Background: an optimization exercise with open tools, aiming at small area and a short achievable clock period. Do not read the settings as production practice. No run shown here included a check of the RTL's function; only the layout flow was run. No activity file was given, so power comes from the tool's default toggle rates.

==> flow/design.v, too long to show whole: its modules and the start of the top module <==
// module pid_controller: 1232 lines
// module pid_fa: 4 lines
// module pid_pg: 4 lines
// module pid_carry16: 24 lines
// module pid_bpp: 3 lines
// module pid_ha: 4 lines
// module top: 23 lines
module top (
  input  logic        clk,
  input  logic        rst_n,
  input  logic [15:0] setpoint,
  input  logic [15:0] feedback,
  input  logic [15:0] Kp,
  input  logic [15:0] Ki,
  input  logic [15:0] Kd,
  input  logic [15:0] clk_prescaler,
  output logic [15:0] control_signal
);
  // ...
==> flow/flow/run.sh <==
#!/bin/bash
# The standard layout, with the port buffers made of plain buf_1 cells
# instead of the delay buffers buffer_ports picks on its own, and a larger
# setup margin for timing repair.
set -euo pipefail
export BUFFER_PORTS_ARGS="-buffer_cell sky130_fd_sc_hd__buf_1"
bash standard.sh SETUP_SLACK_MARGIN=6.5 finish > standard.log 2>&1
==> flow/standard.sh <==
#!/bin/bash
# synth_recipe.tcl (not shown) runs the flow's synth.tcl, then flattens the netlist and writes it again
# the make line also repeats each setting of config.mk as NAME=value (left out here)
make -C /OpenROAD-flow-scripts/flow DESIGN_CONFIG=/design/flow/config.mk WORK_HOME=/design/flow/orfs CLKGATE_MAP_FILE= SYNTH_SCRIPT=/design/flow/synth_recipe.tcl "${@:-finish}"
==> flow/config.mk <==
export PLATFORM = sky130hd
export DESIGN_NAME = top
export DESIGN_NICKNAME = top
export VERILOG_FILES = /design/flow/design.v
export SDC_FILE = /design/flow/constraint.sdc
export NUM_CORES = 4
export LEC_CHECK = 0
export CAP_MARGIN = 20
export CORE_MARGIN = 2
export CORE_UTILIZATION = 40
export SETUP_SLACK_MARGIN = 5
export SLEW_MARGIN = 20
export SYNTH_HIERARCHICAL = 1
export SYNTH_MINIMUM_KEEP_SIZE = 0
==> flow/constraint.sdc <==
create_clock -name core_clock -period 12.5 [get_ports {clk}]
set_input_delay 2.5000 -clock core_clock [delete_from_list [all_inputs] [get_ports {clk}]]
set_output_delay 2.5000 -clock core_clock [all_outputs]
set_load 0.01 [all_outputs]
==> flow_summary_export.csv, run 1 <==
group,metric,value,unit
placement,numPortBuffers,113,
final_layout,buf_share,6.57,%
logic_synthesis,yosys_warnings,10,
critical_path,r2r_cells,12,
logic_synthesis,synth_top_area_cell,"fa_1",
status,status,"complete, no violations",
sta,worstMarginPinSlew,1.04,ns
route,met1_length,19600,um
power_and_ir_drop,p_clk_share,11.1,%
final_layout,syn_to_final_growth,19.1,%
final_layout,nNetsFinal,1990,
critical_path,end_kind,"flip-flop",
floorplanning,row_count,72,
final_layout,layout.cells.non_filler,2108,
cts,postCtsSetupBuffers,33,
critical_path,r2r_setup_slack,6.68,ns
placement,dp.cells,2017,
power_and_ir_drop,p_comb,3.44,mW
power_and_ir_drop,p_total,4.53,mW
final_layout,clk_share,3.13,%
logic_synthesis,postSynthAreaPerCell,11.3,sq um
cts,htree_levels,4,
critical_path,path_buf_inv,4,
route,via_count,11533,
final_layout,seq_cells,121,
==> inputs of run 2 (changes only) <==
--- a/flow/flow/run.sh
+++ b/flow/flow/run.sh
@@ -4,4 +4,4 @@
 # setup margin for timing repair.
 set -euo pipefail
 export BUFFER_PORTS_ARGS="-buffer_cell sky130_fd_sc_hd__buf_1"
-bash standard.sh SETUP_SLACK_MARGIN=6.5 finish > standard.log 2>&1
+bash standard.sh SETUP_SLACK_MARGIN=7.0 finish > standard.log 2>&1
--- a/flow/config.mk
+++ b/flow/config.mk
@@ -8,6 +8,8 @@
 export CAP_MARGIN = 20
 export CORE_MARGIN = 2
 export CORE_UTILIZATION = 40
+export CTS_BUF_LIST = sky130_fd_sc_hd__clkbuf_4 sky130_fd_sc_hd__clkbuf_8
+export CTS_CLUSTER_SIZE = 40
 export SETUP_SLACK_MARGIN = 5
 export SLEW_MARGIN = 20
 export SYNTH_HIERARCHICAL = 1
==> flow_summary_export.csv, run 2 <==
group,metric,value,unit
logic_synthesis,async_flop_share,100,%
floorplanning,coreArea,38900,sq um
logic_synthesis,syn_area,15900,sq um
grt,grt_max_degree,66,
critical_path,cp-start-kind,"input pin",
logic_synthesis,synthDistinctLibCells,45,
critical_path,timing.rr.end,"u_dut.C3[14]",
final_layout,nFillCells,3438,
status,status,"complete, no violations",
route,routedWlPerCell,22.0,um
sta,fmax,0.172,GHz
final_layout,final_cell_mix,"a22o_1 (216), xnor2_1 (186), fa_1 (165), dfrtp_1 (119), buf_1 (103)",
grt,grt_use_total,23.3,%
logic_synthesis,synth_top_area_share,29.0,%
final_layout,fin_util,51.5,%
min_path,whs_path_depth,1,
critical_path,arrival,6.22,ns
floorplanning,die_x,203,um
cts,cts_hold_buf,0,
critical_path,crit_fanout,5,
logic_synthesis,ys_seq_area_share,19.1,%
cts,cts_sinks,121,
sta,tns,0,ns
final_layout,layout_commonest_cell,"a22o_1",
critical_path,critPathRequiredTime,12.90,ns
logic_synthesis,yosys-top-cells-area,"fa_1 (29%), dfrtp_1 (19%), xnor2_1 (13%)",
power_and_ir_drop,leakage,9.08,nW
sta,rsz0062_at_grt,"true",
min_path,min-delay-start,"u_dut.clk_divider[0]",
grt,grt_first_pass_wirelength,72600,um
sta,period_share,46.6,%
cts,cts_tree,"done",
placement,dp.cells,2014,
cts,cts-root-buf,"clkbuf_8",
floorplanning,initial_core_util,40.8,%
cts,clkLatencyLatePin,0.47,ns
final_layout,layout.cells.non_filler,2160,
cts,numCtsBuffers,17,
cts,htree_levels,4,
logic_synthesis,ys_ff_latch,121,
final_layout,diodes,0,
critical_path,r2r_setup_slack,6.84,ns
sta,setup_viol,0,
logic_synthesis,postSynthAreaPerCell,11.3,sq um
flow_run,drv_cap,0,
sta,relSlewSlack,28.1,%
grt,grt_overflow_total,0,
placement,dp_hpwl,35900,um
logic_synthesis,synth_top_area_cell,"fa_1",
route,drt_wl_total,47500,um
sta,drv_slew,0,
final_layout,syn_to_final_growth,26.4,%
sta,finClkSkew,0.0160,ns
min_path,min_path_type,"reg2reg",
grt,antenna_found_initial,0,
logic_synthesis,syn-instance-count,1399,
sta,worstMarginPinSlew,1.07,ns
floorplanning,dieHeight,203,um
grt,grt_pass1_vias,12390,
cts,path_clk_slew,0.08,ns
placement,numPortBuffers,113,
floorplanning,ioPinCount,114,
sta,hold_ws,0.508,ns
logic_synthesis,yosysMostFrequentCell,"xnor2_1",
route,drtIter0Drc,905,
cts,clockBufferDepth,2,
power_and_ir_drop,p_total,4.95,mW
route,via_count,11959,
power_and_ir_drop,p_per_area,247,nW/um^2
critical_path,r2r-start,"u_dut.smp",
logic_synthesis,synth_common_cells,"xnor2_1 (233), fa_1 (230), a22o_1 (216)",
route,via_per_inst,5.54,
final_layout,drive_gt1_share,27.8,%
critical_path,crit_type,"in2reg",
power_and_ir_drop,vdd_drop_max,0.191,mV
critical_path,end_kind,"flip-flop",
sta,finalHoldViolations,0,
floorplanning,row_count,72,
logic_synthesis,synth_edf_count,0,
floorplanning,die_area,41300,sq um
logic_synthesis,yosys_warnings,10,
placement,gp_congestion,0.888,
logic_synthesis,yosys_most_used_dff,"dfrtp_1",
final_layout,nNetsFinal,2042,
min_path,min_to,"u_dut.clk_divider[0]",
sta,fin_crit,5.82,ns
route,ant_nets,0,
critical_path,r2r_cells,12,
route,dr.pass1.iters,5,
route,remaining_drc_errors,0,
-- run 2: cell types whose count changed in the layout (fill, tap and decap cells not counted), moves of 7 or more --
cell	change
buf_1	-7
buf_4	+28
buf_6	+25
clkbuf_16	-17
clkbuf_8	+17
fa_1	-57
fa_2	+57
ha_1	-13
ha_4	+14
xnor2_1	-18
xnor2_2	+9
xnor2_4	+9
-- run 2: metal layers --
metal	wire (um)	global-route usage, %	vias up
met1	19800	31.1	6138
met2	23100	38.0	412
met5	0	0	-
met4	1690	8.42	0
li1	-	-	5334
met3	2870	4.17	75
-- run 2: through the flow --
stage,setup WS [ns],cell area [sq um]
CTS,6.70,19300
finish,6.68,20100
global placement,5.37,17300
floorplan,6.33,16300
global route,6.61,20100
detailed placement,5.25,17300
-- run 2: cells by family after synthesis --
group           after synthesis  share of synthesized area (%)
mux                          41                           2.91
xor+xnor                    281                           15.7
buf+inv                     111                           3.04
simple gates                199                           6.82
flops                       121                           19.1
other cells                   2                         0.0473
compound gates              329                           16.7
fa+ha+maj                   315                           35.7
-- run 2: modules after synthesis (local to each module, per instance), excerpt --
module / times used / cells
pid_carry16: 3 / 44
pid_bpp: 216 / 1
pid_ha: 2 / 1
pid_pg: 48 / 1
pid_fa: 230 / 1
pid_controller: 1 / 771
-- run 2: worst max-delay path by stage --
stage / slack, ns / to / start
floorplan: 6.33 / u_dut.C3[15] / setpoint[2]
finish: 6.68 / u_dut.C3[14] / setpoint[2]
CTS: 6.70 / u_dut.C3[14] / feedback[0]
global route: 6.61 / u_dut.C3[15] / feedback[0]
detailed placement: 5.25 / u_dut.C3[14] / feedback[0]
global placement: 5.37 / u_dut.C3[13] / feedback[0]
-- run 2: area by class of cell --
cell class,count,area (sq um),area share (%)
well taps,518,648,3.23
inverters,70,302,1.50
clock buffers,17,234,1.17
flip-flops and latches,121,3030,15.1
multi-input cells,1171,13900,69.2
clock inverters,15,161,0.805
repair buffers,248,1800,8.99
-- run 2: worst max-delay path: stages --
cell       delay [ns]
buf_6            0.10
ha_4             0.24
a21o_1           0.16
a21oi_2          0.20
a21oi_2          0.11
o2111ai_4        0.29
a31oi_4          0.14
xor2_2           0.20
buf_6            0.14
ha_4             0.15
nor2b_4          0.27
xnor2_2          0.11
a22o_1           0.26
fa_2             0.41
fa_2             0.41
fa_2             0.54
-- run 2: power by group --
part	internal [mW]	total (mW)	leakage, nW	switching (mW)
registers	0.519	0.588	1.51	0.0684
clock network	0.165	0.364	0.196	0.198
logic	1.85	4.00	7.38	2.15
-- run 2: what timing repair did --
item | 4_1_cts | 5_1_grt
cloned | 3 | 0
pin swaps | 84 | 63
buffers inserted | 75 | 36
setup endpoints to repair | 68 | 55
resized for setup | 172 | 85

separate check: timing with driven ports:
In the flow no input, the clock included, has a driving cell. The finished layouts below were timed again as built, in two steps. Step 1, drivers: a clkbuf_16 drives clk and a buf_2 each remaining input, both assumed. Step 2 moves the port delays by t, midway between the first and last clock arrival at a register: inputs arrive t later, outputs are due t later. That takes back most of the time a late clock gives input paths. a / b / c = ideal / step 1 / step 2; a / b = the first two.
run | t, ns | setup slack, ns | hold slack, ns | worst setup path at the end | worst register clock-pin slew, ns
run 1 | 0.478 | 6.554 / 6.581 / 6.103 | 0.496 / 0.496 / 0.496 | input to register | 0.07 / 0.07
run 2 | 0.500 | 6.677 / 6.685 / 6.185 | 0.508 / 0.508 / 0.508 | input to register | 0.09 / 0.09
After both steps every run listed still meets setup and hold. The setup slack of run 2, which loses most, moves by +0.008 ns with the drivers and by -0.492 ns with both steps.
